This design comes from an exercise in tuning for small area on the open sky130 flow, not from production work. In this exercise RTL edits were held to simulation tests only and were not proved equivalent to the original. Power and IR drop assume default switching activity.

[flow/config.mk]
export PLATFORM = sky130hd
export DESIGN_NAME = Display_Top
export DESIGN_NICKNAME = Display_Top
export VERILOG_FILES = /design/flow/design.v
export SDC_FILE = /design/flow/constraint.sdc
export NUM_CORES = 4
export LEC_CHECK = 0
export CAP_MARGIN = 20
export CORE_MARGIN = 2
export CORE_UTILIZATION = 60
export CTS_BUF_LIST = sky130_fd_sc_hd__clkbuf_8
export PLACE_DENSITY = 0.75
export SLEW_MARGIN = 20
export SYNTH_MEMORY_MAX_BITS = 16384
[flow/constraint.sdc]
create_clock -name core_clock -period 15.0 [get_ports {iClk}]
set_input_delay 3.0000 -clock core_clock [delete_from_list [all_inputs] [get_ports {iClk}]]
set_output_delay 3.0000 -clock core_clock [all_outputs]
set_load 0.01 [all_outputs]
[flow/design.v]
module Font_Rom (
    input  logic [4:0] g,         
    input  logic [3:0] r,         
    input  logic [2:0] col,       
    output logic       is_main,   
    output logic       is_text    
);
    logic [7:0] m, v;   
    always_comb begin
        case ({g, r})
            9'd3: {v, m} = 16'h3C00;
            9'd4: {v, m} = 16'h7E3C;
            9'd5: {v, m} = 16'h7E42;
            9'd6: {v, m} = 16'h4242;
            9'd7: {v, m} = 16'h4242;
            9'd8: {v, m} = 16'h4242;
            9'd9: {v, m} = 16'h4242;
            9'd10: {v, m} = 16'h7E42;
            9'd11: {v, m} = 16'h7E3C;
            9'd12: {v, m} = 16'h3C00;
            9'd19: {v, m} = 16'h0800;
            9'd20: {v, m} = 16'h1808;
            9'd21: {v, m} = 16'h3818;
            9'd22: {v, m} = 16'h3828;
            9'd23: {v, m} = 16'h2808;
            9'd24: {v, m} = 16'h0808;
            9'd25: {v, m} = 16'h0808;
            9'd26: {v, m} = 16'h3E08;
            9'd27: {v, m} = 16'h3E3E;
            9'd28: {v, m} = 16'h3E00;
            9'd35: {v, m} = 16'h3C00;
            9'd36: {v, m} = 16'h7E3C;
            9'd37: {v, m} = 16'h7E42;
            9'd38: {v, m} = 16'h4E02;
            9'd39: {v, m} = 16'h3E0C;
            9'd40: {v, m} = 16'h7C30;
            9'd41: {v, m} = 16'h7240;
            9'd42: {v, m} = 16'h7E42;
            9'd43: {v, m} = 16'h7E7E;
            9'd44: {v, m} = 16'h7E00;
            9'd51: {v, m} = 16'h3C00;
            9'd52: {v, m} = 16'h7E3C;
            9'd53: {v, m} = 16'h7E42;
            9'd54: {v, m} = 16'h5E02;
            9'd55: {v, m} = 16'h1E1C;
            9'd56: {v, m} = 16'h1E02;
            9'd57: {v, m} = 16'h4202;
            9'd58: {v, m} = 16'h7E42;
            9'd59: {v, m} = 16'h7E3C;
            9'd60: {v, m} = 16'h3C00;
            9'd67: {v, m} = 16'h0400;
            9'd68: {v, m} = 16'h0C04;
            9'd69: {v, m} = 16'h1C0C;
            9'd70: {v, m} = 16'h3C14;
            9'd71: {v, m} = 16'h7424;
            9'd72: {v, m} = 16'h7E44;
            9'd73: {v, m} = 16'h7E7E;
            9'd74: {v, m} = 16'h7E04;
            9'd75: {v, m} = 16'h0404;
            9'd76: {v, m} = 16'h0400;
            9'd83: {v, m} = 16'h7E00;
            9'd84: {v, m} = 16'h7E7E;
            9'd85: {v, m} = 16'h7E40;
            9'd86: {v, m} = 16'h7C40;
            9'd87: {v, m} = 16'h7E7C;
            9'd88: {v, m} = 16'h7E02;
            9'd89: {v, m} = 16'h4202;
            9'd90: {v, m} = 16'h7E42;
            9'd91: {v, m} = 16'h7E3C;
            9'd92: {v, m} = 16'h3C00;
            9'd99: {v, m} = 16'h3C00;
            9'd100: {v, m} = 16'h7C3C;
            9'd101: {v, m} = 16'h7C40;
            9'd102: {v, m} = 16'h7C40;
            9'd103: {v, m} = 16'h7E7C;
            9'd104: {v, m} = 16'h7E42;
            9'd105: {v, m} = 16'h4242;
            9'd106: {v, m} = 16'h7E42;
            9'd107: {v, m} = 16'h7E3C;
            9'd108: {v, m} = 16'h3C00;
            9'd115: {v, m} = 16'h7E00;
            9'd116: {v, m} = 16'h7E7E;
            9'd117: {v, m} = 16'h7E02;
            9'd118: {v, m} = 16'h0E04;
            9'd119: {v, m} = 16'h1C08;
            9'd120: {v, m} = 16'h1810;
            9'd121: {v, m} = 16'h1010;
            9'd122: {v, m} = 16'h1010;
            9'd123: {v, m} = 16'h1010;
            9'd124: {v, m} = 16'h1000;
            9'd131: {v, m} = 16'h3C00;
            9'd132: {v, m} = 16'h7E3C;
            9'd133: {v, m} = 16'h7E42;
            9'd134: {v, m} = 16'h7E42;
            9'd135: {v, m} = 16'h7E3C;
            9'd136: {v, m} = 16'h7E42;
            9'd137: {v, m} = 16'h4242;
            9'd138: {v, m} = 16'h7E42;
            9'd139: {v, m} = 16'h7E3C;
            9'd140: {v, m} = 16'h3C00;
            9'd147: {v, m} = 16'h3C00;
            9'd148: {v, m} = 16'h7E3C;
            9'd149: {v, m} = 16'h7E42;
            9'd150: {v, m} = 16'h7E42;
            9'd151: {v, m} = 16'h7E3E;
            9'd152: {v, m} = 16'h3E02;
            9'd153: {v, m} = 16'h4202;
            9'd154: {v, m} = 16'h7E42;
            9'd155: {v, m} = 16'h7E3C;
            9'd156: {v, m} = 16'h3C00;
            9'd165: {v, m} = 16'h1800;
            9'd166: {v, m} = 16'h1818;
            9'd167: {v, m} = 16'h1818;
            9'd168: {v, m} = 16'h1800;
            9'd169: {v, m} = 16'h1818;
            9'd170: {v, m} = 16'h1818;
            9'd171: {v, m} = 16'h1800;
            9'd243: {v, m} = 16'h3C00;
            9'd244: {v, m} = 16'h7E3C;
            9'd245: {v, m} = 16'h7E42;
            9'd246: {v, m} = 16'h4602;
            9'd247: {v, m} = 16'h0E04;
            9'd248: {v, m} = 16'h0C08;
            9'd249: {v, m} = 16'h0800;
            9'd250: {v, m} = 16'h0800;
            9'd251: {v, m} = 16'h0808;
            9'd252: {v, m} = 16'h0800;
            9'd259: {v, m} = 16'h7C00;
            9'd260: {v, m} = 16'h7E7C;
            9'd261: {v, m} = 16'h7E42;
            9'd262: {v, m} = 16'h7E42;
            9'd263: {v, m} = 16'h7E7C;
            9'd264: {v, m} = 16'h7C40;
            9'd265: {v, m} = 16'h4040;
            9'd266: {v, m} = 16'h4040;
            9'd267: {v, m} = 16'h4040;
            9'd268: {v, m} = 16'h4000;
            9'd275: {v, m} = 16'h4000;
            9'd276: {v, m} = 16'h4040;
            9'd277: {v, m} = 16'h4040;
            9'd278: {v, m} = 16'h4040;
            9'd279: {v, m} = 16'h4040;
            9'd280: {v, m} = 16'h4040;
            9'd281: {v, m} = 16'h4040;
            9'd282: {v, m} = 16'h7E40;
            9'd283: {v, m} = 16'h7E7E;
            9'd284: {v, m} = 16'h7E00;
            9'd291: {v, m} = 16'h1800;
            9'd292: {v, m} = 16'h3C18;
            9'd293: {v, m} = 16'h7E24;
            9'd294: {v, m} = 16'h6642;
            9'd295: {v, m} = 16'h7E42;
            9'd296: {v, m} = 16'h7E7E;
            9'd297: {v, m} = 16'h7E42;
            9'd298: {v, m} = 16'h4242;
            9'd299: {v, m} = 16'h4242;
            9'd300: {v, m} = 16'h4200;
            9'd307: {v, m} = 16'h8200;
            9'd308: {v, m} = 16'hC682;
            9'd309: {v, m} = 16'hEE44;
            9'd310: {v, m} = 16'h7C28;
            9'd311: {v, m} = 16'h3810;
            9'd312: {v, m} = 16'h1010;
            9'd313: {v, m} = 16'h1010;
            9'd314: {v, m} = 16'h1010;
            9'd315: {v, m} = 16'h1010;
            9'd316: {v, m} = 16'h1000;
            9'd323: {v, m} = 16'h7E00;
            9'd324: {v, m} = 16'h7E7E;
            9'd325: {v, m} = 16'h7E40;
            9'd326: {v, m} = 16'h7C40;
            9'd327: {v, m} = 16'h7C7C;
            9'd328: {v, m} = 16'h7C40;
            9'd329: {v, m} = 16'h4040;
            9'd330: {v, m} = 16'h7E40;
            9'd331: {v, m} = 16'h7E7E;
            9'd332: {v, m} = 16'h7E00;
            9'd339: {v, m} = 16'h7C00;
            9'd340: {v, m} = 16'h7E7C;
            9'd341: {v, m} = 16'h7E42;
            9'd342: {v, m} = 16'h7E42;
            9'd343: {v, m} = 16'h7E7C;
            9'd344: {v, m} = 16'h7E44;
            9'd345: {v, m} = 16'h4642;
            9'd346: {v, m} = 16'h4242;
            9'd347: {v, m} = 16'h4242;
            9'd348: {v, m} = 16'h4200;
            9'd355: {v, m} = 16'h7E00;
            9'd356: {v, m} = 16'h7E7E;
            9'd357: {v, m} = 16'h7E18;
            9'd358: {v, m} = 16'h1818;
            9'd359: {v, m} = 16'h1818;
            9'd360: {v, m} = 16'h1818;
            9'd361: {v, m} = 16'h1818;
            9'd362: {v, m} = 16'h1818;
            9'd363: {v, m} = 16'h1818;
            9'd364: {v, m} = 16'h1800;
            9'd371: {v, m} = 16'h4200;
            9'd372: {v, m} = 16'h4242;
            9'd373: {v, m} = 16'h4242;
            9'd374: {v, m} = 16'h4242;
            9'd375: {v, m} = 16'h4242;
            9'd376: {v, m} = 16'h4242;
            9'd377: {v, m} = 16'h4242;
            9'd378: {v, m} = 16'h7E42;
            9'd379: {v, m} = 16'h7E3C;
            9'd380: {v, m} = 16'h3C00;
            9'd387: {v, m} = 16'h4200;
            9'd388: {v, m} = 16'h6242;
            9'd389: {v, m} = 16'h7262;
            9'd390: {v, m} = 16'h7A52;
            9'd391: {v, m} = 16'h5E4A;
            9'd392: {v, m} = 16'h4E46;
            9'd393: {v, m} = 16'h4642;
            9'd394: {v, m} = 16'h4242;
            9'd395: {v, m} = 16'h4242;
            9'd396: {v, m} = 16'h4200;
            9'd403: {v, m} = 16'h3C00;
            9'd404: {v, m} = 16'h7E3C;
            9'd405: {v, m} = 16'h7E42;
            9'd406: {v, m} = 16'h7E40;
            9'd407: {v, m} = 16'h7E3C;
            9'd408: {v, m} = 16'h7E02;
            9'd409: {v, m} = 16'h4242;
            9'd410: {v, m} = 16'h7E42;
            9'd411: {v, m} = 16'h7E3C;
            9'd412: {v, m} = 16'h3C00;
            9'd419: {v, m} = 16'h3C00;
            9'd420: {v, m} = 16'h7E3C;
            9'd421: {v, m} = 16'h7E42;
            9'd422: {v, m} = 16'h4240;
            9'd423: {v, m} = 16'h4E40;
            9'd424: {v, m} = 16'h4E4E;
            9'd425: {v, m} = 16'h4E42;
            9'd426: {v, m} = 16'h7E42;
            9'd427: {v, m} = 16'h7E3C;
            9'd428: {v, m} = 16'h3C00;
            9'd435: {v, m} = 16'h4200;
            9'd436: {v, m} = 16'h6642;
            9'd437: {v, m} = 16'h7E66;
            9'd438: {v, m} = 16'h7E5A;
            9'd439: {v, m} = 16'h5A42;
            9'd440: {v, m} = 16'h4242;
            9'd441: {v, m} = 16'h4242;
            9'd442: {v, m} = 16'h4242;
            9'd443: {v, m} = 16'h4242;
            9'd444: {v, m} = 16'h4200;
            9'd451: {v, m} = 16'h7800;
            9'd452: {v, m} = 16'h7C78;
            9'd453: {v, m} = 16'h7E44;
            9'd454: {v, m} = 16'h4642;
            9'd455: {v, m} = 16'h4242;
            9'd456: {v, m} = 16'h4242;
            9'd457: {v, m} = 16'h4642;
            9'd458: {v, m} = 16'h7E44;
            9'd459: {v, m} = 16'h7C78;
            9'd460: {v, m} = 16'h7800;
            9'd467: {v, m} = 16'h3C00;
            9'd468: {v, m} = 16'h3C3C;
            9'd469: {v, m} = 16'h3C18;
            9'd470: {v, m} = 16'h1818;
            9'd471: {v, m} = 16'h1818;
            9'd472: {v, m} = 16'h1818;
            9'd473: {v, m} = 16'h1818;
            9'd474: {v, m} = 16'h3C18;
            9'd475: {v, m} = 16'h3C3C;
            9'd476: {v, m} = 16'h3C00;
            9'd483: {v, m} = 16'h3C00;
            9'd484: {v, m} = 16'h7E3C;
            9'd485: {v, m} = 16'h7E42;
            9'd486: {v, m} = 16'h4242;
            9'd487: {v, m} = 16'h4242;
            9'd488: {v, m} = 16'h4242;
            9'd489: {v, m} = 16'h4242;
            9'd490: {v, m} = 16'h7E42;
            9'd491: {v, m} = 16'h7E3C;
            9'd492: {v, m} = 16'h3C00;
            9'd499: {v, m} = 16'h4200;
            9'd500: {v, m} = 16'h4242;
            9'd501: {v, m} = 16'h4242;
            9'd502: {v, m} = 16'h4242;
            9'd503: {v, m} = 16'h4242;
            9'd504: {v, m} = 16'h6642;
            9'd505: {v, m} = 16'h6624;
            9'd506: {v, m} = 16'h3C24;
            9'd507: {v, m} = 16'h3C18;
            9'd508: {v, m} = 16'h1800;
            default: {v, m} = 16'h0000;
        endcase
    end
    wire [9:0] me = {1'b0, m, 1'b0};
    assign is_main = m[3'd7 - col];
    assign is_text = v[3'd7 - col] | me[4'd9 - col] | me[4'd7 - col];
endmodule
`timescale 1ns / 1ps
module Text_Display (
    input  logic [9:0] x,
    input  logic [9:0] y,
    input  logic [3:0] min10, min1,
    input  logic [3:0] sec10, sec1,
    input  logic [2:0] state,
    input  logic       wait_p1,
    input  logic       wait_p2,
    input  logic [1:0] score_p1,
    input  logic [1:0] score_p2,
    output logic       is_text,    
    output logic       is_main     
);
    localparam logic [4:0] G_COL = 5'd10, G_SP = 5'd11, G_Q = 5'd15;
    localparam logic [4:0] G_P = 5'd16, G_L = 5'd17, G_A = 5'd18, G_Y = 5'd19,
                           G_E = 5'd20, G_R = 5'd21, G_T = 5'd22, G_U = 5'd23,
                           G_N = 5'd24, G_S = 5'd25, G_G = 5'd26, G_M = 5'd27,
                           G_D = 5'd28, G_I = 5'd29, G_O = 5'd30, G_V = 5'd31;
    wire row1 = (y[9:5] == 5'd1);
    wire row2 = (y[9:5] == 5'd2);
    wire [6:0] xs = x[9:3];   
    wire in_score  = row1 && (x >= 10'd200) && (x < 10'd280);
    wire in_timer  = row1 && (x[9:4] >= 6'd20) && (x[9:4] < 6'd25);
    wire in_player = row1 && (x[9:4] >= 6'd26) && (x[9:4] < 6'd39);
    wire in_state  = row2 && (x[9:4] >= 6'd20) && (x[9:4] < 6'd31);
    wire [6:0] sx = x[9:3] - 7'd25;           
    wire [2:0] score_cell = sx[3:1];
    wire [3:0] ccell = x[7:4] - 4'd4;          
    wire [3:0] pcell = x[7:4] - 4'd10;        
    logic [4:0] g;
    always_comb begin
        g = G_SP;
        if (in_score) begin
            case (score_cell)
                3'd0: g = {3'b000, score_p1};
                3'd2: g = G_COL;
                3'd4: g = {3'b000, score_p2};
                default: g = G_SP;
            endcase
        end else if (in_timer) begin
            case (ccell[2:0])
                3'd0: g = {1'b0, min10};
                3'd1: g = {1'b0, min1};
                3'd2: g = G_COL;
                3'd3: g = {1'b0, sec10};
                default: g = {1'b0, sec1};
            endcase
        end else if (in_player) begin
            case (pcell)
                4'd0: g = G_P;  4'd1: g = G_L;  4'd2: g = G_A;  4'd3: g = G_Y;
                4'd4: g = G_E;  4'd5: g = G_R;
                4'd7: g = wait_p1 ? 5'd1 : wait_p2 ? 5'd2 : G_SP;
                4'd9: g = G_T;  4'd10: g = G_U; 4'd11: g = G_R; 4'd12: g = G_N;
                default: g = G_SP;
            endcase
        end else if (in_state) begin
            case (state)
                3'd0: case (ccell)   
                    4'd0: g = G_S; 4'd1: g = G_T; 4'd2: g = G_A; 4'd3: g = G_R; 4'd4: g = G_T;
                    4'd6: g = G_G; 4'd7: g = G_A; 4'd8: g = G_M; 4'd9: g = G_E; 4'd10: g = G_Q;
                    default: g = G_SP;
                endcase
                3'd1: case (ccell)   
                    4'd0: g = G_R; 4'd1: g = G_E; 4'd2: g = G_A; 4'd3: g = G_D; 4'd4: g = G_Y;
                    4'd5: g = G_Q;
                    default: g = G_SP;
                endcase
                3'd2: case (ccell)   
                    4'd0: g = G_R; 4'd1: g = G_U; 4'd2: g = G_N; 4'd3: g = G_N; 4'd4: g = G_I;
                    4'd5: g = G_N; 4'd6: g = G_G;
                    default: g = G_SP;
                endcase
                3'd3: case (ccell)   
                    4'd0: g = G_P; 4'd1: g = G_A; 4'd2: g = G_U; 4'd3: g = G_S; 4'd4: g = G_E;
                    default: g = G_SP;
                endcase
                3'd4: case (ccell)   
                    4'd0: g = G_T; 4'd1: g = G_I; 4'd2: g = G_M; 4'd3: g = G_E;
                    4'd5: g = G_O; 4'd6: g = G_V; 4'd7: g = G_E; 4'd8: g = G_R;
                    default: g = G_SP;
                endcase
                3'd5: case (ccell)   
                    4'd0: g = G_G; 4'd1: g = G_A; 4'd2: g = G_M; 4'd3: g = G_E;
                    4'd5: g = G_E; 4'd6: g = G_N; 4'd7: g = G_D;
                    default: g = G_SP;
                endcase
                3'd6: case (ccell)   
                    4'd0: g = G_R; 4'd1: g = G_E; 4'd2: g = G_S; 4'd3: g = G_T;
                    4'd4: g = G_A; 4'd5: g = G_R; 4'd6: g = G_T;
                    default: g = G_SP;
                endcase
                default: g = G_SP;
            endcase
        end
    end
    wire [2:0] col = x[3:1] ^ {in_score, 2'b00};
    Font_Rom U_FONT (.g(g), .r(y[4:1]), .col(col), .is_main(is_main), .is_text(is_text));
endmodule
`timescale 1ns / 1ps
module Game_Piece_Display (
    input  logic       iClk,
    input  logic       iRst,
    input  logic [9:0] iX,
    input  logic [9:0] iY,
    input  logic [5:0] iP1_Pos,
    input  logic [5:0] iP2_Pos,
    output logic       oIs_P1,
    output logic       oIs_P2
);
    function automatic logic [10:0] sub10(input logic [9:0] a, input logic [9:0] b);
        logic c;
        c = 1'b1;
        for (int i = 0; i < 10; i++) begin
            sub10[i] = a[i] ^ ~b[i] ^ c;
            c = (a[i] & ~b[i]) | (c & (a[i] | ~b[i]));
        end
        sub10[10] = ~c;
    endfunction
    function automatic logic in_win(input logic [10:0] d, input logic [10:0] lo,
                                    input logic [10:0] hi);
        in_win = ((d ^ 11'h400) >= (lo ^ 11'h400)) && ((d ^ 11'h400) <= (hi ^ 11'h400));
    endfunction
    function automatic logic hit1(input logic [10:0] d, input logic [9:0] p, input logic close);
        if (!close)          hit1 = (p >= 10'd10) && in_win(d, 11'h7F6, 11'd10);
        else if (p >= 10'd8) hit1 = (p >= 10'd18) && in_win(d, 11'h7EE, 11'd2);
        else                 hit1 = in_win(d, 11'd1006, 11'd1023);
    endfunction
    function automatic logic hit2(input logic [10:0] d, input logic [9:0] p, input logic close);
        if (!close) hit2 = (p >= 10'd10) && in_win(d, 11'h7F6, 11'd10);
        else        hit2 = (p >= 10'd2) && in_win(d, -11'd2, 11'd18);
    endfunction
    logic [5:0] speed_cnt;
    wire move_tick = (speed_cnt == 6'd51);
    always_ff @(posedge iClk) begin
        if (iRst) speed_cnt <= 6'd0;
        else      speed_cnt <= move_tick ? 6'd1 : speed_cnt + 6'd1;
    end
    logic [9:0] p1_x, p1_y, p2_x, p2_y;
    Piece_Motion_Ctrl U_P1_MOTION (
        .iClk(iClk), .iRst(iRst), .iTick(move_tick), .iTarget_Pos(iP1_Pos),
        .oDraw_X(p1_x), .oDraw_Y(p1_y)
    );
    Piece_Motion_Ctrl U_P2_MOTION (
        .iClk(iClk), .iRst(iRst), .iTick(move_tick), .iTarget_Pos(iP2_Pos),
        .oDraw_X(p2_x), .oDraw_Y(p2_y)
    );
    wire [10:0] dx = sub10(p1_x, p2_x);
    wire [10:0] dy = sub10(p1_y, p2_y);
    wire close = in_win(dx, 11'h7FC, 11'd4) && in_win(dy, 11'h7FC, 11'd4);
    assign oIs_P1 = hit1(sub10(iX, p1_x), p1_x, close) && hit1(sub10(iY, p1_y), p1_y, close);
    assign oIs_P2 = hit2(sub10(iX, p2_x), p2_x, close) && hit2(sub10(iY, p2_y), p2_y, close);
endmodule
module Piece_Motion_Ctrl (
    input  logic       iClk,
    input  logic       iRst,
    input  logic       iTick,
    input  logic [5:0] iTarget_Pos,
    output logic [9:0] oDraw_X,
    output logic [9:0] oDraw_Y
);
    function automatic logic [10:0] sub10(input logic [9:0] a, input logic [9:0] b);
        logic c;
        c = 1'b1;
        for (int i = 0; i < 10; i++) begin
            sub10[i] = a[i] ^ ~b[i] ^ c;
            c = (a[i] & ~b[i]) | (c & (a[i] | ~b[i]));
        end
        sub10[10] = ~c;
    endfunction
    function automatic logic [9:0] step10(input logic [9:0] a, input logic up);
        logic t;
        t = 1'b1;
        for (int i = 0; i < 10; i++) begin
            step10[i] = a[i] ^ t;
            t = t & (a[i] ~^ up);
        end
    endfunction
    function automatic logic [5:0] step6(input logic [5:0] a, input logic up);
        logic t;
        t = 1'b1;
        for (int i = 0; i < 6; i++) begin
            step6[i] = a[i] ^ t;
            t = t & (a[i] ~^ up);
        end
    endfunction
    function automatic logic [19:0] get_coord(input logic [5:0] pos);
        logic [9:0] x, y;
        x[0] = (pos[5] & ~pos[4] & ~pos[3]) | (~pos[5] & ~pos[4] & pos[3] & pos[1]) | (~pos[5] & pos[4] & ~pos[3] & ~pos[2]) | (~pos[5] & pos[4] & pos[3] & pos[2]) | (~pos[5] & ~pos[4] & pos[3] & ~pos[2]) | (~pos[5] & pos[3] & pos[1] & pos[0]) | (~pos[5] & ~pos[4] & pos[3] & ~pos[0]) | (pos[5] & ~pos[4] & ~pos[2] & ~pos[1] & ~pos[0]) | (~pos[4] & ~pos[3] & pos[2] & pos[1] & pos[0]);
        x[1] = (~pos[5] & pos[4] & ~pos[2]) | (pos[5] & ~pos[4] & ~pos[3] & pos[2]) | (~pos[5] & pos[4] & ~pos[3] & pos[0]) | (~pos[5] & ~pos[4] & pos[3] & pos[2] & pos[0]) | (~pos[5] & pos[4] & ~pos[3] & pos[1]) | (pos[5] & ~pos[4] & ~pos[3] & pos[1] & pos[0]) | (~pos[5] & ~pos[4] & pos[3] & pos[2] & pos[1]) | (pos[5] & ~pos[4] & pos[3] & ~pos[2] & ~pos[1] & ~pos[0]);
        x[2] = (~pos[5] & pos[4] & ~pos[3] & pos[2] & pos[0]) | (~pos[5] & pos[4] & pos[3] & ~pos[2] & ~pos[1]) | (~pos[5] & ~pos[3] & pos[2] & pos[1] & ~pos[0]) | (~pos[5] & pos[4] & pos[3] & ~pos[2] & ~pos[0]) | (pos[5] & ~pos[4] & ~pos[3] & ~pos[2] & pos[1] & ~pos[0]) | (~pos[5] & ~pos[4] & pos[3] & pos[2] & ~pos[1] & pos[0]);
        x[3] = (~pos[5] & ~pos[3] & ~pos[2]) | (pos[5] & ~pos[4] & ~pos[3] & pos[2]) | (~pos[5] & ~pos[3] & ~pos[1] & ~pos[0]) | (~pos[4] & ~pos[3] & ~pos[2] & pos[1]) | (~pos[5] & ~pos[4] & pos[2] & ~pos[1] & pos[0]) | (~pos[5] & ~pos[4] & pos[3] & pos[2] & pos[1]) | (pos[5] & ~pos[4] & pos[3] & ~pos[2] & ~pos[1] & ~pos[0]);
        x[4] = (~pos[5] & ~pos[4] & ~pos[1]) | (~pos[5] & ~pos[4] & ~pos[2]) | (pos[5] & ~pos[4] & ~pos[3] & pos[2]) | (~pos[4] & ~pos[3] & pos[1] & pos[0]) | (~pos[5] & ~pos[3] & pos[2] & ~pos[1] & ~pos[0]) | (~pos[5] & pos[3] & ~pos[2] & pos[1] & pos[0]) | (~pos[4] & pos[3] & ~pos[2] & ~pos[1] & ~pos[0]);
        x[5] = (~pos[5] & ~pos[4] & pos[3] & ~pos[2]) | (~pos[5] & pos[4] & ~pos[3] & pos[2]) | (~pos[5] & pos[3] & ~pos[2] & ~pos[1]) | (~pos[5] & pos[3] & ~pos[2] & ~pos[0]) | (~pos[5] & ~pos[4] & pos[3] & ~pos[1] & ~pos[0]) | (~pos[5] & ~pos[3] & pos[2] & pos[1] & pos[0]) | (pos[5] & ~pos[4] & ~pos[3] & ~pos[2] & pos[1] & ~pos[0]);
        x[6] = (~pos[5] & pos[4] & pos[2] & pos[0]) | (~pos[5] & ~pos[4] & ~pos[3] & ~pos[2]) | (~pos[5] & pos[4] & pos[3] & ~pos[0]) | (~pos[5] & pos[2] & ~pos[1] & pos[0]) | (~pos[4] & ~pos[3] & ~pos[2] & ~pos[0]) | (~pos[5] & ~pos[4] & ~pos[3] & ~pos[1]) | (~pos[5] & pos[4] & pos[2] & pos[1]) | (~pos[5] & pos[4] & pos[3] & ~pos[1]) | (~pos[4] & ~pos[3] & ~pos[2] & ~pos[1]);
        x[7] = (~pos[5] & pos[3] & pos[2] & ~pos[1]) | (~pos[5] & ~pos[4] & pos[3] & ~pos[2]) | (~pos[5] & pos[4] & pos[3] & pos[2]) | (pos[5] & ~pos[4] & ~pos[3] & ~pos[2] & ~pos[1]) | (~pos[5] & ~pos[4] & ~pos[3] & pos[2] & pos[1]) | (~pos[5] & pos[3] & ~pos[2] & pos[1] & pos[0]) | (pos[5] & ~pos[4] & ~pos[3] & ~pos[2] & ~pos[0]);
        x[8] = (~pos[5] & pos[4]) | (~pos[5] & pos[3] & pos[2] & pos[1]) | (pos[5] & ~pos[4] & ~pos[3] & ~pos[2] & ~pos[1]) | (pos[5] & ~pos[4] & ~pos[3] & ~pos[2] & ~pos[0]);
        x[9] = (pos[5] & ~pos[4] & ~pos[3] & pos[2]) | (pos[5] & ~pos[4] & ~pos[3] & pos[1] & pos[0]) | (pos[5] & ~pos[4] & pos[3] & ~pos[2] & ~pos[1] & ~pos[0]);
        y[0] = 1'b0;
        y[1] = 1'b0;
        y[2] = (~pos[5] & ~pos[2] & ~pos[0]) | (~pos[5] & pos[3] & ~pos[0]) | (~pos[4] & ~pos[3] & ~pos[1] & ~pos[0]) | (~pos[5] & pos[4] & pos[1] & ~pos[0]) | (~pos[4] & ~pos[2] & ~pos[1] & ~pos[0]) | (~pos[5] & ~pos[4] & pos[3] & pos[2] & ~pos[1]) | (~pos[5] & pos[4] & pos[3] & ~pos[2] & pos[1]) | (pos[5] & ~pos[4] & ~pos[3] & pos[2] & ~pos[0]);
        y[3] = (~pos[5] & pos[2] & ~pos[1]) | (~pos[5] & ~pos[4] & pos[2]) | (pos[5] & ~pos[4] & ~pos[3] & ~pos[2]) | (~pos[5] & pos[4] & ~pos[2] & pos[1]) | (~pos[4] & ~pos[2] & ~pos[1] & ~pos[0]) | (~pos[4] & ~pos[3] & ~pos[1] & ~pos[0]) | (~pos[4] & ~pos[3] & ~pos[2] & ~pos[1]) | (~pos[5] & ~pos[3] & pos[2] & ~pos[0]) | (pos[5] & ~pos[4] & ~pos[3] & pos[1] & pos[0]) | (~pos[5] & pos[3] & ~pos[2] & pos[1] & pos[0]) | (~pos[5] & pos[4] & pos[3] & ~pos[2] & pos[0]);
        y[4] = (~pos[4] & ~pos[3] & pos[1] & ~pos[0]) | (~pos[5] & pos[4] & ~pos[1] & ~pos[0]) | (~pos[5] & pos[3] & pos[1] & ~pos[0]) | (~pos[5] & pos[4] & ~pos[2] & pos[1] & pos[0]) | (~pos[5] & ~pos[4] & pos[3] & pos[2] & ~pos[1]) | (pos[5] & ~pos[4] & ~pos[3] & ~pos[2] & pos[0]) | (~pos[5] & ~pos[3] & pos[2] & ~pos[1] & pos[0]) | (~pos[5] & ~pos[3] & ~pos[2] & ~pos[1] & ~pos[0]) | (~pos[5] & ~pos[4] & ~pos[3] & pos[2] & pos[1]) | (pos[5] & ~pos[4] & pos[3] & ~pos[2] & ~pos[1] & ~pos[0]);
        y[5] = (~pos[4] & ~pos[3] & ~pos[2] & pos[1]) | (~pos[5] & ~pos[3] & pos[2] & pos[0]) | (~pos[5] & pos[4] & ~pos[3] & ~pos[1]) | (~pos[4] & ~pos[3] & pos[1] & ~pos[0]) | (~pos[5] & pos[4] & pos[3] & pos[2] & pos[1]) | (pos[5] & ~pos[4] & ~pos[3] & ~pos[1] & pos[0]) | (~pos[5] & ~pos[3] & pos[1] & pos[0]) | (~pos[5] & pos[4] & ~pos[2] & ~pos[1] & ~pos[0]) | (~pos[5] & ~pos[4] & ~pos[2] & pos[1] & ~pos[0]) | (~pos[5] & ~pos[4] & pos[3] & ~pos[2] & ~pos[1] & pos[0]);
        y[6] = (~pos[5] & ~pos[4] & pos[3] & pos[2] & ~pos[1]) | (~pos[5] & pos[4] & pos[3] & ~pos[2] & pos[1]) | (~pos[5] & pos[4] & pos[2] & pos[1] & pos[0]) | (~pos[5] & pos[3] & pos[2] & ~pos[1] & ~pos[0]) | (~pos[5] & ~pos[4] & pos[3] & pos[2] & ~pos[0]) | (~pos[5] & ~pos[4] & pos[3] & ~pos[1] & pos[0]) | (pos[5] & ~pos[4] & ~pos[3] & pos[2] & ~pos[1] & pos[0]) | (~pos[5] & ~pos[4] & ~pos[3] & ~pos[2] & ~pos[1] & ~pos[0]) | (~pos[5] & pos[4] & ~pos[3] & ~pos[2] & ~pos[1] & pos[0]) | (pos[5] & ~pos[4] & pos[3] & ~pos[2] & ~pos[1] & ~pos[0]) | (~pos[5] & ~pos[4] & ~pos[3] & ~pos[2] & pos[1] & pos[0]);
        y[7] = (~pos[5] & ~pos[4] & pos[2] & ~pos[0]) | (~pos[5] & pos[4] & ~pos[2] & pos[1]) | (~pos[4] & ~pos[2] & ~pos[1] & ~pos[0]) | (pos[5] & ~pos[4] & ~pos[3] & ~pos[2]) | (~pos[5] & ~pos[3] & pos[2] & ~pos[1]) | (~pos[4] & ~pos[3] & ~pos[1] & ~pos[0]) | (~pos[5] & ~pos[4] & ~pos[3] & pos[2]) | (~pos[5] & ~pos[4] & pos[2] & ~pos[1]) | (~pos[5] & ~pos[3] & pos[2] & ~pos[0]) | (~pos[5] & pos[2] & ~pos[1] & ~pos[0]);
        y[8] = (~pos[4] & ~pos[3] & pos[2]) | (~pos[5] & pos[4] & ~pos[3]) | (~pos[4] & ~pos[3] & pos[1]) | (~pos[5] & pos[3] & ~pos[2] & ~pos[1]) | (~pos[4] & ~pos[3] & pos[0]) | (~pos[5] & pos[4] & pos[2] & pos[0]) | (~pos[5] & ~pos[4] & pos[3] & ~pos[2]) | (pos[5] & ~pos[4] & ~pos[3]) | (~pos[5] & pos[4] & pos[2] & pos[1]) | (~pos[5] & pos[2] & pos[1] & pos[0]);
        y[9] = 1'b0;
        get_coord = {x, y};
    endfunction
    function automatic logic is_special_move(input logic [5:0] from, input logic [5:0] to);
        is_special_move = (from == 6'd3 && to == 6'd10) || (from == 6'd8 && to == 6'd17) ||
                          (from == 6'd23 && to == 6'd30) || (from == 6'd11 && to == 6'd0) ||
                          (from == 6'd35 && to == 6'd32) || (from == 6'd26 && to == 6'd14);
    endfunction
    localparam logic [1:0] IDLE = 2'd0, CALC_NEXT = 2'd1, SLIDING = 2'd2;
    logic [1:0] state;
    logic [5:0] curr_pos;
    logic [9:0] curr_x;
    logic [8:0] curr_y;   
    assign oDraw_X = curr_x;
    assign oDraw_Y = {1'b0, curr_y};
    logic [9:0] dest_x, dest_y;
    assign {dest_x, dest_y} = get_coord(curr_pos);
    wire [10:0] ddx = sub10(curr_x, dest_x);
    wire [10:0] ddy = sub10({1'b0, curr_y}, dest_y);
    wire x_lt = ddx[10];
    wire y_lt = ddy[10];
    wire x_eq = (ddx == 11'd0);
    wire y_eq = (ddy == 11'd0);
    wire x_near = (ddx[10:1] == 10'd0) || (ddx == 11'h7FF);
    wire y_near = (ddy[10:1] == 10'd0) || (ddy == 11'h7FF);
    logic pos_lt;
    always_comb begin
        pos_lt = 1'b0;
        for (int i = 0; i < 6; i++)
            pos_lt = (~curr_pos[i] & iTarget_Pos[i]) | (pos_lt & ~(curr_pos[i] ^ iTarget_Pos[i]));
    end
    wire at_target = (curr_pos == iTarget_Pos);
    wire [9:0] y_step = step10({1'b0, curr_y}, y_lt);
    always_ff @(posedge iClk) begin
        if (iRst) begin
            state    <= IDLE;
            curr_pos <= 6'd0;
            curr_x   <= 10'd88;
            curr_y   <= 9'd220;
        end else begin
            case (state)
                IDLE: if (!at_target) state <= CALC_NEXT;
                CALC_NEXT: begin
                    if (is_special_move(curr_pos, iTarget_Pos)) curr_pos <= iTarget_Pos;
                    else if (!at_target)                        curr_pos <= step6(curr_pos, pos_lt);
                    state <= SLIDING;
                end
                SLIDING: if (iTick) begin
                    if (!x_eq) curr_x <= step10(curr_x, x_lt);
                    if (!y_eq) curr_y <= y_step[8:0];
                    if (x_near && y_near) state <= at_target ? IDLE : CALC_NEXT;
                end
                default: ;
            endcase
        end
    end
endmodule
`timescale 1ns / 1ps
module Display_Top (
    input  logic       iClk,
    input  logic       iRst,
    input  logic [9:0] iX_Pixel,
    input  logic [9:0] iY_Pixel,
    input  logic       iDE,
    input  logic [3:0] iCam_R,
    input  logic [3:0] iCam_G,
    input  logic [3:0] iCam_B,
    input  logic       iIs_Cam_Region,
    input  logic [11:0] iBg_RGB,
    input  logic [5:0] iP1_Pos,
    input  logic [5:0] iP2_Pos,
    input  logic [3:0] iMin10,
    input  logic [3:0] iMin1,
    input  logic [3:0] iSec10,
    input  logic [3:0] iSec1,
    input  logic [2:0] iGame_State,
    input  logic       iWait_P1,
    input  logic       iWait_P2,
    input  logic [1:0] score_p1,
    input  logic [1:0] score_p2,
    output logic [3:0] oFinal_R,
    output logic [3:0] oFinal_G,
    output logic [3:0] oFinal_B
);
    logic is_text, is_main;
    Text_Display U_TEXT (
        .x       (iX_Pixel),
        .y       (iY_Pixel),
        .min10   (iMin10),
        .min1    (iMin1),
        .sec10   (iSec10),
        .sec1    (iSec1),
        .state   (iGame_State),
        .wait_p1 (iWait_P1),
        .wait_p2 (iWait_P2),
        .score_p1(score_p1),
        .score_p2(score_p2),
        .is_text (is_text),
        .is_main (is_main)
    );
    logic is_p1, is_p2;
    Game_Piece_Display U_PIECE (
        .iClk   (iClk),
        .iRst   (iRst),
        .iX     (iX_Pixel),
        .iY     (iY_Pixel),
        .iP1_Pos(iP1_Pos),
        .iP2_Pos(iP2_Pos),
        .oIs_P1 (is_p1),
        .oIs_P2 (is_p2)
    );
    always_comb begin
        if (!iDE)                 {oFinal_R, oFinal_G, oFinal_B} = 12'h000;
        else if (is_text)         {oFinal_R, oFinal_G, oFinal_B} = is_main ? 12'hfff : 12'h000;
        else if (is_p1)           {oFinal_R, oFinal_G, oFinal_B} = 12'hf00;
        else if (is_p2)           {oFinal_R, oFinal_G, oFinal_B} = 12'h00f;
        else if (iIs_Cam_Region)  {oFinal_R, oFinal_G, oFinal_B} = {iCam_R, iCam_G, iCam_B};
        else                      {oFinal_R, oFinal_G, oFinal_B} = iBg_RGB;
    end
endmodule
[flow/flow/run.sh]
#!/bin/bash
# Own layout flow: the standard layout (standard.sh) with
#  - an area-oriented ABC script in synthesis, and no full/half-adder cell extraction
#    (ADDER_MAP_FILE empty) so that ABC maps all the logic;
#  - the smallest buffer (buf_1) on each port.
# Each step's full output goes to a log file in this folder.
set -euo pipefail
W=$(pwd)
sed "s#@ABC_SCRIPT@#$W/flow/abc_area.script#" flow/abc_proc.tcl > own_synth.tcl
cat synth_recipe.tcl >> own_synth.tcl
bash standard.sh SYNTH_SCRIPT="$W/own_synth.tcl" ADDER_MAP_FILE= \
  "BUFFER_PORTS_ARGS=-buffer_cell sky130_fd_sc_hd__buf_1" finish > layout.log 2>&1
[flow/flow/abc_area.script]
strash
&get -n
&deepsyn -J 20
&put
dch -f
map -a
topo
[flow/flow/abc_proc.tcl]
# Own flow: the standard synthesis (synth_recipe.tcl, appended below) with ORFS's
# delay-oriented ABC mapping replaced by an area-oriented one. Only the combinational
# logic between the registers is re-mapped; the registers are those of the standard synthesis.
proc abc {args} {
  set kept {}
  set skip 0
  foreach a $args {
    if {$skip} { set skip 0; continue }
    if {$a in {-script -constr -D}} { set skip 1; continue }
    lappend kept $a
  }
  yosys abc -script @ABC_SCRIPT@ {*}$kept
}
[flow/standard.sh]
#!/bin/bash
# synth_recipe.tcl (not shown) runs the flow's synth.tcl, then flattens the netlist and writes it again
# the make line also repeats each setting of config.mk as NAME=value (left out here)
make -C /OpenROAD-flow-scripts/flow DESIGN_CONFIG=/design/flow/config.mk WORK_HOME=/design/flow/orfs CLKGATE_MAP_FILE= SYNTH_SCRIPT=/design/flow/synth_recipe.tcl "${@:-finish}"
==> flow_summary.yaml, run 1 <==
clocking:
  cts.reportedPaths.clkPinSlew_ps: 60
  cts.sink_count: 60
  post_cts.resized_instances: 0
  postCtsSetupRepairBufs: 0
  ctsLongestPathBuffers: 2
  total_cts_buffers: 9
  clock_insertion_delay_worst_skew_ps: 360
  htree_num_levels: 3
  tritoncts: "built"
  cts_hold_buf: 0
  root_buffer: "sky130_fd_sc_hd__clkbuf_8"
critical_path:
  criticalPathCategory: "primary input to output port"
  worst_path_max_stage_delay_ps: 670
  rr_worst_depth: 38
  critical-path-slowest-cell: "sky130_fd_sc_hd__clkinv_1"
  end_kind: "output port"
  timing.rr.start: "U_PIECE.U_P1_MOTION.curr_pos[2]$_SDFFE_PP0P_"
  cp_common_cell: "sky130_fd_sc_hd__nand2_1"
  crit_arrival_ps: 9940
  r2r_setup_slk_ps: 7630
  timing.critical_path.from_type: "primary input"
  cp_data_required_time_ps: 12000
  critical_path.reg2reg.endpoint: "U_PIECE.U_P1_MOTION.curr_x[9]$_SDFFE_PP0P_"
  critical_path_peak_fanout: 20
logic_synthesis:
  synth-edff-count: 0
  dominantRegCellSynth: "sky130_fd_sc_hd__dfxtp_1"
  synthesis.area_sq_um: 9549
  synth_nets: 1895
  library_cells_used_by_synthesis: 43
  yosysSeqAreaShare: 0.1258
  ys_ff_latch: 60
  synth.yosys.warnings: 5
  fraction_of_registers_with_async_set_reset: 0
  syn_inst_count: 1810
  post_synth.cell_area_avg_sq_um: 5.276
drt:
  dr.first_iter.drc_count: 2271
  drt-total-wl_mm: 39.72
  route.antenna.remaining_nets: 0
  routed-via-count: 14265
  post-route-drc-count: 0
  avgRoutedWirePerCell_um: 18.51
  drt_first_pass_iters: 19
  via_per_inst: 6.647
layout:
  finish.net_count: 2009
  drive_above_1_share: 0.01866
  final_cell_count_without_fillers: 2146
  layout-area-overhead-vs-synth_pct: 9.120
global_route:
  pin_count_of_the_biggest_net_entering_global_routing: 39
  global_router_s_overall_resource_usage: 0.4664
  first_global_vias: 12767
  grt_first_pass_wirelength_mm: 63.54
  grt.overflow.total: 0
  initial_antenna_violation_count: 1
timing:
  final-hold-violation-count: 0
  finalCritPeriodShare: 0.8626
  postLayoutSetupSlackWorst_ps: 2061
  grt_setup_unrepaired: "false"
  achievable-frequency_mhz: 77.29
  maxSlewViolCount: 0
  setup_viol_count_final: 0
  max_slew.worst_pin.slew_ps: 822.3
  max-slew-margin-rel: 0.4476
  fin_worst_skew_ps: 19.02
  final_critical_path_required_period_ps: 12940
  setup-tns-final_ps: 0
hold_path:
  worst_hold_path.num_cells: 1
  worstHoldEndpoint: "U_PIECE.speed_cnt[0]$_SDFF_PP0_"
  holdCritPathClass: "flip-flop to flip-flop"
  hp-start: "U_PIECE.speed_cnt[0]$_SDFF_PP0_"
place:
  gp_congestion: 1.068
  place.detailed.instances: 2129
  io_buffers: 96
  place.detailed.hpwl_mm: 29.94
  pre_cts_ws_ps: 2410
die:
  boundaryPins: 97
  core-area_sq_um: 15710
  starting_density: 0.6077
  dieHeight_um: 130.2
  placementRows: 46
  dieWidth_um: 130.2
  floorplan.die_area_sq_um: 16940
pwr:
  irDropWorstVdd_mv: 0.05972
  power_density_nw_per_um2: 50.38
  total_leakage_power_nw: 3.766
run:
  max_cap_viol_count: 0
run_status:
  run_status: "no timing/DRC/antenna violations"
-- worst max path at each step --
stage / cells past startpoint / from / end / slack [ps]
2_1_floorplan: 31 / iX_Pixel[5] / oFinal_B[0] / 4400
3_3_place_gp: 34 / iX_Pixel[5] / oFinal_B[3] / 2650
3_5_place_dp: 36 / iX_Pixel[5] / oFinal_B[1] / 2410
4_1_cts: 36 / iX_Pixel[5] / oFinal_B[1] / 2380
5_1_grt: 37 / iX_Pixel[4] / oFinal_B[1] / 1320
6_report: 35 / iX_Pixel[5] / oFinal_G[1] / 2060
-- placed cells by master, fill, tap and decap left out, types with 8 or more instances in the layout --
master / synthesis / routed
sky130_fd_sc_hd__a211oi_1: 15 / 15
sky130_fd_sc_hd__a21oi_1: 174 / 174
sky130_fd_sc_hd__a221oi_1: 11 / 11
sky130_fd_sc_hd__a22oi_1: 17 / 17
sky130_fd_sc_hd__a31oi_1: 20 / 20
sky130_fd_sc_hd__a32oi_1: 9 / 9
sky130_fd_sc_hd__buf_1: 0 / 95
sky130_fd_sc_hd__clkbuf_8: 0 / 9
sky130_fd_sc_hd__clkinv_1: 300 / 300
sky130_fd_sc_hd__dfxtp_1: 60 / 60
sky130_fd_sc_hd__nand2_1: 245 / 245
sky130_fd_sc_hd__nand3_1: 81 / 81
sky130_fd_sc_hd__nand4_1: 19 / 19
sky130_fd_sc_hd__nor2_1: 404 / 404
sky130_fd_sc_hd__nor3_1: 62 / 62
sky130_fd_sc_hd__nor4_1: 8 / 8
sky130_fd_sc_hd__o2111ai_1: 16 / 16
sky130_fd_sc_hd__o211ai_1: 24 / 24
sky130_fd_sc_hd__o21a_1: 8 / 8
sky130_fd_sc_hd__o21ai_0: 198 / 197
sky130_fd_sc_hd__o22ai_1: 31 / 31
sky130_fd_sc_hd__o31ai_1: 14 / 14
sky130_fd_sc_hd__o32ai_1: 8 / 8
sky130_fd_sc_hd__xnor2_1: 11 / 11
sky130_fd_sc_hd__xor2_1: 27 / 27
-- report_power, final --
| group | total, mW | internal (mW) | switching (mW) |
|---|---|---|---|
| Sequential | 0.169 | 0.163 | 0.00557 |
| Combinational | 0.209 | 0.0619 | 0.147 |
| Clock | 0.148 | 0.0747 | 0.0731 |
-- synth_stat cells, types with 15 or more instances --
library cell,number,share of area
sky130_fd_sc_hd__nor2_1,404,0.16
sky130_fd_sc_hd__clkinv_1,300,0.12
sky130_fd_sc_hd__nand2_1,245,0.096
sky130_fd_sc_hd__o21ai_0,198,0.10
sky130_fd_sc_hd__a21oi_1,174,0.091
sky130_fd_sc_hd__nand3_1,81,0.042
sky130_fd_sc_hd__nor3_1,62,0.032
sky130_fd_sc_hd__dfxtp_1,60,0.13
sky130_fd_sc_hd__o22ai_1,31,0.020
sky130_fd_sc_hd__xor2_1,27,0.025
sky130_fd_sc_hd__o211ai_1,24,0.019
sky130_fd_sc_hd__a31oi_1,20,0.013
sky130_fd_sc_hd__nand4_1,19,0.012
sky130_fd_sc_hd__a22oi_1,17,0.013
sky130_fd_sc_hd__o2111ai_1,16,0.015
sky130_fd_sc_hd__a211oi_1,15,0.012
-- cells by family after synthesis --
logic type                count (synthesis)  synth area share
DFF                                      60            0.1258
xor gates and xnor gates                 38           0.03485
buffers and inverters                   300            0.1179
and+or+nand+nor                         829            0.3551
AOI/OAI and AO/OA                       583            0.3664
-- final cells by class --
class                   instances  area (sq um)
fillers                      1500          5293
diodes                          1         2.502
clock inverters                 7         60.06
flip-flops and latches         60          1201
multi-input cells            1450          7222
inverters                     300          1126
well taps                     216         270.3
clock buffers                   9         123.9
repair buffers                103         414.1
-- layer usage --
metal / GRT usage / part of all wire / routed length [um]
met5: 0 / 0 / 0
met4: 0.3321 / 0.087 / 3451
met3: 0.1501 / 0.14 / 5371
met2: 0.7105 / 0.42 / 16600
met1: 0.5536 / 0.36 / 14300
-- through the flow --
stage / area [sq um] / power, mW / hold WS, ps / utilization
floorplan: 9549 / 0.3046 / 422.3 / -
global placement: 10230 / 0.3658 / 440.3 / 0.6513
detailed placement: 10230 / 0.3682 / 444.1 / 0.6513
CTS: 10420 / 0.5115 / 453.1 / 0.6630
global route: 10420 / 0.5483 / 462.6 / 0.6630
finish: 10420 / 0.5250 / 455.3 / 0.6632
-- registers in the layout, summed over array words and instances, names as in the netlist --
register	count
U_PIECE.U_P1_MOTION.curr_x	10
U_PIECE.U_P2_MOTION.state	2
U_PIECE.U_P2_MOTION.curr_y	9
U_PIECE.speed_cnt	6
U_PIECE.U_P2_MOTION.curr_x	10
U_PIECE.U_P1_MOTION.state	2
U_PIECE.U_P1_MOTION.curr_y	9
U_PIECE.U_P2_MOTION.curr_pos	6
U_PIECE.U_P1_MOTION.curr_pos	6
-- worst max-delay path: cells and delay by family --
family,cells,cell delay [ps]
AOI/OAI and AO/OA,10,1890
and+or+nand+nor,16,2370
buffers and inverters,9,2690
==> run 2: changes to the inputs <==
==> flow/flow/abc_area.script (replaced) <==
strash
&get -n
&deepsyn -J 20
&put
dch
amap
topo
--- a/flow/flow/abc_proc.tcl
+++ b/flow/flow/abc_proc.tcl
@@ -1,5 +1,5 @@
 # Own flow: the standard synthesis (synth_recipe.tcl, appended below) with ORFS's
-# delay-oriented ABC mapping replaced by an area-oriented one. Only the combinational
+# delay-oriented ABC mapping replaced by an area-oriented one (deepsyn, then amap). Only the combinational
 # logic between the registers is re-mapped; the registers are those of the standard synthesis.
 proc abc {args} {
   set kept {}
==> run 2 against run 1 <==
Effect of this change:
- total power rose by 5.3%
- synthesized cell count fell by 9.9%
- clock power fell by 13%
- critical endpoint is now oFinal_B[2]
- flip-flop and latch count did not move
- register-to-register slack got worse by 60 ps
- core utilization rose by 0.79 points
- global-route usage fell by 0.47 points
- via count fell by 1.7%
- design area fell by 2.5%
- wire length fell by 1.9%
- critical path type unchanged
==> flow_summary.yaml, run 2 <==
critical_path:
  worst_path_max_stage_delay_ps: 630
  r2r_setup_slk_ps: 7570
  critical_path_peak_fanout: 17
  timing.rr.start: "U_PIECE.U_P1_MOTION.curr_pos[3]$_SDFFE_PP0P_"
  timing.critical_path.from_type: "primary input"
  crit_arrival_ps: 10740
  end_kind: "output port"
  cp_data_required_time_ps: 12000
  critical-path-slowest-cell: "sky130_fd_sc_hd__o21ai_0"
  criticalPathCategory: "primary input to output port"
  cp_common_cell: "sky130_fd_sc_hd__nor2_1"
  worstSetupStartpoint: "iX_Pixel[4]"
global_route:
  pin_count_of_the_biggest_net_entering_global_routing: 36
  global_router_s_overall_resource_usage: 0.4616
  grt_first_pass_wirelength_mm: 61.97
  grt.overflow.total: 0
  first_global_vias: 12545
  initial_antenna_violation_count: 1
clocking:
  postCtsSetupRepairBufs: 0
  ctsLongestPathBuffers: 2
  clock_insertion_delay_worst_skew_ps: 370
  cts.reportedPaths.clkPinSlew_ps: 70
  post_cts.resized_instances: 0
  cts_hold_buf: 0
  htree_num_levels: 3
  total_cts_buffers: 9
  root_buffer: "sky130_fd_sc_hd__clkbuf_8"
  tritoncts: "built"
  cts.sink_count: 60
timing:
  finalCritPeriodShare: 0.9160
  final-hold-violation-count: 0
  maxSlewViolCount: 0
  max-slew-margin-rel: 0.4054
  max_slew.worst_pin.slew_ps: 889.6
  setup_viol_count_final: 0
  final_critical_path_required_period_ps: 13740
  grt_setup_unrepaired: "false"
  achievable-frequency_mhz: 72.78
  fin_worst_skew_ps: 13.37
  setup-tns-final_ps: 0
logic_synthesis:
  fraction_of_the_mapped_netlist_area_in_compound_gates: 0.4294
  synth.cells.most_frequent: "456 x sky130_fd_sc_hd__nor2_1, 211 x sky130_fd_sc_hd__clkinv_1, 126 x sky130_fd_sc_hd__o21ai_0"
  synthesis.area_sq_um: 9271
  synth.yosys.warnings: 5
  mux_contribution_to_synthesized_area: 0
  fraction_of_registers_with_async_set_reset: 0
  synth_top_area_frac: 0.1846
  synth_xor_area_frac: 0
  synth-simple-area-share: 0.3556
  synthDominantAreaCellType: "sky130_fd_sc_hd__nor2_1"
  synth.top_cells.by_area: "sky130_fd_sc_hd__nor2_1 18%, sky130_fd_sc_hd__dfxtp_1 13%, sky130_fd_sc_hd__clkinv_1 8.5%"
  ys_ff_latch: 60
  adder_cell_share_of_the_synthesized_area: 0
  syn_inst_count: 1631
  post_synth.cell_area_avg_sq_um: 5.684
  dominantRegCellSynth: "sky130_fd_sc_hd__dfxtp_1"
  library_cells_used_by_synthesis: 53
  synth-edff-count: 0
  yosysSeqAreaShare: 0.1296
  combinational_family_with_the_most_area_after_synthesis: "compound AO/OA/AOI/OAI gates"
  yosysMostFrequentCell: "sky130_fd_sc_hd__nor2_1"
  synth_nets: 1716
drt:
  routed-via-count: 14029
  post-route-drc-count: 0
  route.antenna.remaining_nets: 0
  avgRoutedWirePerCell_um: 20.02
  via_per_inst: 7.205
  drt-total-wl_mm: 38.99
  drt_first_pass_iters: 7
  dr.first_iter.drc_count: 2119
layout:
  finish.net_count: 1839
  commonest_non_fill_non_tap_cell_in_the_layout: "sky130_fd_sc_hd__nor2_1"
  final-seq-area_sq_um: 1201
  layout-area-overhead-vs-synth_pct: 9.622
  drive_above_1_share: 0.01877
  most-common-layout-cells: "456 x sky130_fd_sc_hd__nor2_1, 211 x sky130_fd_sc_hd__clkinv_1, 126 x sky130_fd_sc_hd__o21ai_0"
  multi_input_area_sq_um: 7293
  final.fill_count: 1380
  largestRegisters: "U_PIECE.U_P1_MOTION.curr_x: 10 flops, U_PIECE.U_P2_MOTION.curr_x: 10 flops"
  finalCoreUtilization: 0.6710
hold_path:
  hp-start: "U_PIECE.speed_cnt[0]$_SDFF_PP0_"
  holdCritPathClass: "flip-flop to flip-flop"
die:
  boundaryPins: 97
  dieHeight_um: 128.3
  core-area_sq_um: 15150
  dieWidth_um: 128.3
  placementRows: 45
  floorplan.die_area_sq_um: 16460
  starting_density: 0.6121
place:
  io_buffers: 96
  gp_congestion: 1.140
  place.detailed.hpwl_mm: 29.19
pwr:
  power_switching_share: 0.4496
  share_comb_of_total_power: 0.459
  irDropWorstVdd_mv: 0.07421
  total_leakage_power_nw: 3.334
  sequentialPowerShare: 0.308
  power_density_nw_per_um2: 54.38
  share_clk_of_total_power: 0.233
  internal_power_consumption_mw: 0.3042
  switch_pwr_mw: 0.2485
run:
  max_cap_viol_count: 0
run_status:
  run_status: "no timing/DRC/antenna violations"
run 2: changes by cell type after synthesis, moves of 52 or more:
| cell | before | now |
|---|---|---|
| sky130_fd_sc_hd__nand2_1 | 245 | 112 |
| sky130_fd_sc_hd__clkinv_1 | 300 | 211 |
| sky130_fd_sc_hd__a21oi_1 | 174 | 100 |
| sky130_fd_sc_hd__o21ai_0 | 198 | 126 |
| sky130_fd_sc_hd__nand3_1 | 81 | 16 |
| sky130_fd_sc_hd__nor2_1 | 404 | 456 |
run 2: worst paths after layout:
path,end,cells past startpoint
worst max register to register,U_PIECE.U_P1_MOTION.curr_x[7]$_SDFFE_PP0P_,35
worst min-delay path,U_PIECE.speed_cnt[0]$_SDFF_PP0_,1
worst max-delay path,oFinal_B[2],34
worst min register to register,U_PIECE.speed_cnt[0]$_SDFF_PP0_,1
run 2: worst max-delay path, delay by kind of cell:
kind / cells / cell delay, ps
buffers and inverters: 8 / 2030
and+or+nand+nor: 11 / 2250
AOI/OAI and AO/OA: 15 / 3450
run 2: kinds of logic (layout without fill, tap and decap cells):
group | after synthesis | count (layout)
AOI/OAI and AO/OA | 586 | 586
and+or+nand+nor | 774 | 774
DFF | 60 | 60
buffers and inverters | 211 | 338
other | 0 | 1
run 2: layout make-up:
cell class,instances,area share
clock inverter,6,0.003324
clock buffer,9,0.01219
multi-input combinational,1360,0.7176
timing repair buffer,112,0.04740
sequential,60,0.1182
tap,188,0.02314
antenna,1,0.0002462
inverter,211,0.07793
run 2: power by group through the flow:
stage	sequential [mW]	clock (mW)	combinational, mW
floorplan	0.172	0	0.169
global placement	0.174	0	0.236
detailed placement	0.174	0	0.239
CTS	0.170	0.126	0.241
global route	0.171	0.132	0.274
finish	0.170	0.129	0.254
run 2: through the flow:
stage	cells	hold WS [ps]	cell area [sq um]	worst slack (ps)	power [mW]
2_1_floorplan	1631	418.1	9271	2592	0.3408
3_3_place_gp	1931	438.7	10000	1828	0.4097
3_5_place_dp	1931	459.9	10000	1575	0.4128
4_1_cts	1946	465.4	10160	1542	0.5371
5_1_grt	1946	492.6	10160	406.2	0.5770
6_report	1947	464.2	10160	1260	0.5527
run 2: layer usage:
layer	GRT usage	up-vias	part of all wire
met5	0	-	0
met4	0.3174	0	0.082
met3	0.09766	352	0.14
met2	0.7281	1323	0.43
met1	0.5636	6038	0.36
li1	-	6316	-
==> run 3: changes to the inputs <==
--- a/flow/config.mk
+++ b/flow/config.mk
@@ -5,10 +5,11 @@
 export SDC_FILE = /design/flow/constraint.sdc
 export NUM_CORES = 4
 export LEC_CHECK = 0
-export CAP_MARGIN = 20
+export CAP_MARGIN = 5
 export CORE_MARGIN = 2
 export CORE_UTILIZATION = 60
 export CTS_BUF_LIST = sky130_fd_sc_hd__clkbuf_8
+export CTS_CLUSTER_SIZE = 30
 export PLACE_DENSITY = 0.75
-export SLEW_MARGIN = 20
+export SLEW_MARGIN = 5
 export SYNTH_MEMORY_MAX_BITS = 16384
==> run 3 against run 2 <==
Effect of this change:
- still clean on timing, DRC and antenna
- design area barely moved
- clock power barely moved
- flip-flop and latch count did not move
- cell count did not move
- sequential share of layout area barely moved
- area after synthesis did not move
- critical path type unchanged
- critical endpoint unchanged
- highest routed layer unchanged
==> flow_summary.yaml, run 3 <==
run_status:
  run_status: "no timing/DRC/antenna violations"
layout:
  drive_above_1_share: 0.01877
  commonest_non_fill_non_tap_cell_in_the_layout: "sky130_fd_sc_hd__nor2_1"
  most-common-layout-cells: "456 x sky130_fd_sc_hd__nor2_1, 211 x sky130_fd_sc_hd__clkinv_1, 126 x sky130_fd_sc_hd__o21ai_0"
  largestRegisters: "U_PIECE.U_P1_MOTION.curr_x: 10 flops, U_PIECE.U_P2_MOTION.curr_x: 10 flops"
  finish.net_count: 1839
  finalCoreUtilization: 0.6710
  layout-area-overhead-vs-synth_pct: 9.608
  final_design_area_no_fill_sq_um: 10160
critical_path:
  critical_path_peak_fanout: 17
  r2r_setup_slk_ps: 7600
  crit_arrival_ps: 10730
  critical-path-slowest-cell: "sky130_fd_sc_hd__o21ai_0"
  rr_worst_depth: 35
  critical_path.reg2reg.endpoint: "U_PIECE.U_P1_MOTION.curr_x[7]$_SDFFE_PP0P_"
  cp_common_cell: "sky130_fd_sc_hd__nor2_1"
  timing.critical_path.from_type: "primary input"
  timing.rr.start: "U_PIECE.U_P1_MOTION.curr_pos[3]$_SDFFE_PP0P_"
  end_kind: "output port"
  criticalPathCategory: "primary input to output port"
  worst_path_max_stage_delay_ps: 630
  cp_data_required_time_ps: 12000
die:
  dieHeight_um: 128.3
  starting_density: 0.6121
  placementRows: 45
  floorplan.die_area_sq_um: 16460
  dieWidth_um: 128.3
  core-area_sq_um: 15150
  boundaryPins: 97
clocking:
  ctsLongestPathBuffers: 2
  tritoncts: "built"
  htree_num_levels: 3
  cts.reportedPaths.clkPinSlew_ps: 70
  postCtsSetupRepairBufs: 0
  total_cts_buffers: 9
  root_buffer: "sky130_fd_sc_hd__clkbuf_8"
  clock_insertion_delay_worst_skew_ps: 370
  cts.sink_count: 60
  post_cts.resized_instances: 0
  cts_hold_buf: 0
drt:
  drt_first_pass_iters: 13
  post-route-drc-count: 0
  route.antenna.remaining_nets: 0
  avgRoutedWirePerCell_um: 20.03
  drt-total-wl_mm: 38.99
  via_per_inst: 7.216
  dr.first_iter.drc_count: 2161
  routed-via-count: 14050
timing:
  maxSlewViolCount: 0
  max_slew.worst_pin.slew_ps: 1226
  holdWs_ps: 464.2
  fin_worst_skew_ps: 15.90
  setup-tns-final_ps: 0
  final-hold-violation-count: 0
  finalCritPeriodShare: 0.9154
  final_critical_path_required_period_ps: 13730
  setup_viol_count_final: 0
  achievable-frequency_mhz: 72.83
  max-slew-margin-rel: 0.1617
  grt_setup_unrepaired: "false"
run:
  max_cap_viol_count: 0
logic_synthesis:
  ys_ff_latch: 60
  synth-edff-count: 0
  synth.cells.most_frequent: "456 x sky130_fd_sc_hd__nor2_1, 211 x sky130_fd_sc_hd__clkinv_1, 126 x sky130_fd_sc_hd__o21ai_0"
  yosysSeqAreaShare: 0.1296
  post_synth.cell_area_avg_sq_um: 5.684
  syn_inst_count: 1631
  fraction_of_registers_with_async_set_reset: 0
  dominantRegCellSynth: "sky130_fd_sc_hd__dfxtp_1"
  synthDominantAreaCellType: "sky130_fd_sc_hd__nor2_1"
  synthesis.area_sq_um: 9271
  yosysMostFrequentCell: "sky130_fd_sc_hd__nor2_1"
  synth_top_area_frac: 0.1846
  synth_nets: 1716
  synth.yosys.warnings: 5
  library_cells_used_by_synthesis: 53
  synth.top_cells.by_area: "sky130_fd_sc_hd__nor2_1 18%, sky130_fd_sc_hd__dfxtp_1 13%, sky130_fd_sc_hd__clkinv_1 8.5%"
pwr:
  irDropWorstVdd_mv: 0.07451
  share_clk_of_total_power: 0.232
  total_leakage_power_nw: 3.334
  internal_power_consumption_mw: 0.3041
  power_switching_share: 0.4487
  power_density_nw_per_um2: 54.28
  switch_pwr_mw: 0.2475
  share_comb_of_total_power: 0.459
  sequentialPowerShare: 0.309
global_route:
  first_global_vias: 12545
  global_router_s_overall_resource_usage: 0.4616
  initial_antenna_violation_count: 1
  grt_first_pass_wirelength_mm: 61.97
  pin_count_of_the_biggest_net_entering_global_routing: 36
  grt.overflow.total: 0
hold_path:
  hp-start: "U_PIECE.speed_cnt[0]$_SDFF_PP0_"
  worstHoldEndpoint: "U_PIECE.speed_cnt[0]$_SDFF_PP0_"
  holdCritPathClass: "flip-flop to flip-flop"
  worst_hold_path.num_cells: 1
place:
  placed_cell_area_sq_um: 10000
  place.detailed.hpwl_mm: 29.19
  gp_congestion: 1.140
  io_buffers: 96
-- run 3: metrics by stage --
stage          cells  power [mW]  worst slack (ps)
6_report        1947      0.5516              1269
5_1_grt         1946      0.5767             406.2
3_5_place_dp    1931      0.4128              1575
2_1_floorplan   1631      0.3408              2592
3_3_place_gp    1931      0.4097              1828
4_1_cts         1946      0.5371              1542
-- run 3: cells by family (layout without fill, tap and decap cells) --
family,Yosys count,in the layout,share of synthesized area
and+or+nand+nor,774,774,0.3556
AOI/OAI and AO/OA,586,586,0.4294
buffers and inverters,211,338,0.08543
DFF,60,60,0.1296
other,0,1,0
-- run 3: worst max-delay path by stage --
| stage | slack (ps) | depth (start not counted) | start | to |
|---|---|---|---|---|
| finish | 1270 | 34 | iX_Pixel[4] | oFinal_B[2] |
| global route | 410 | 34 | iX_Pixel[4] | oFinal_B[2] |
| CTS | 1540 | 34 | iX_Pixel[4] | oFinal_B[2] |
| detailed placement | 1580 | 34 | iX_Pixel[4] | oFinal_B[2] |
| global placement | 1830 | 34 | iX_Pixel[4] | oFinal_B[2] |
| floorplan | 2590 | 30 | iX_Pixel[5] | oFinal_B[2] |
-- run 3: final cells by class --
class	count	area [sq um]
multi-input cells	1360	7292
clock inverters	6	33.78
clock buffers	9	123.9
fillers	1380	4984
flip-flops and latches	60	1201
diodes	1	2.502
well taps	188	235.2
repair buffers	112	481.7
inverters	211	792.0
-- run 3: power groups by stage --
stage,Clock [mW],Sequential (mW),Combinational [mW]
floorplan,0,0.172,0.169
global placement,0,0.174,0.236
detailed placement,0,0.174,0.239
CTS,0.126,0.170,0.241
global route,0.132,0.171,0.274
finish,0.128,0.170,0.253
-- run 3: worst max-delay path: cells and delay by family --
kind,cells,cell delay [ps]
compound gates,15,3430
simple gates,11,2250
buf+inv,8,2020
-- run 3: routing by layer --
metal	share of wire	vias up	wire length, um	global-route usage
met5	0	-	0	0
li1	-	6324	-	-
met4	0.080	0	3135	0.3174
met1	0.35	6022	13780	0.5636
met2	0.43	1362	16690	0.7281
met3	0.14	342	5393	0.09766

static timing again, ports no longer ideal:
Ports are ideal in the flow. The routed layouts listed here were re-timed in OpenROAD.
Step 1 (the two cells are an assumption about what drives the block):
set clk [get_ports {iClk}]
set_driving_cell -lib_cell sky130_fd_sc_hd__clkbuf_16 $clk
set_driving_cell -lib_cell sky130_fd_sc_hd__buf_2 [delete_from_list [all_inputs] $clk]
Step 2, shift: input delay + t, output delay - t, t = (earliest + latest rising clock arrival at the registers) / 2. This alone moves slack from input paths to output paths.
a / b / c = no drivers / after step 1 / after step 2; a / b = the first two.
run | t, ns | setup slack, ns | worst setup path after step 2 | worst register clock-pin slew, ns | cell pins on the clock port's net
run 1 | 0.389 | 2.061 / 2.034 / 2.034 | input to output | 0.09 / 0.09 | 1
run 2 | 0.397 | 1.260 / 1.236 / 1.236 | input to output | 0.08 / 0.08 | 1
run 3 | 0.394 | 1.269 / 1.245 / 1.245 | input to output | 0.08 / 0.08 | 1
After both steps every run listed still meets setup and hold. The setup slack of run 1, which loses most, moves by -0.027 ns with the drivers and by -0.027 ns with both steps.
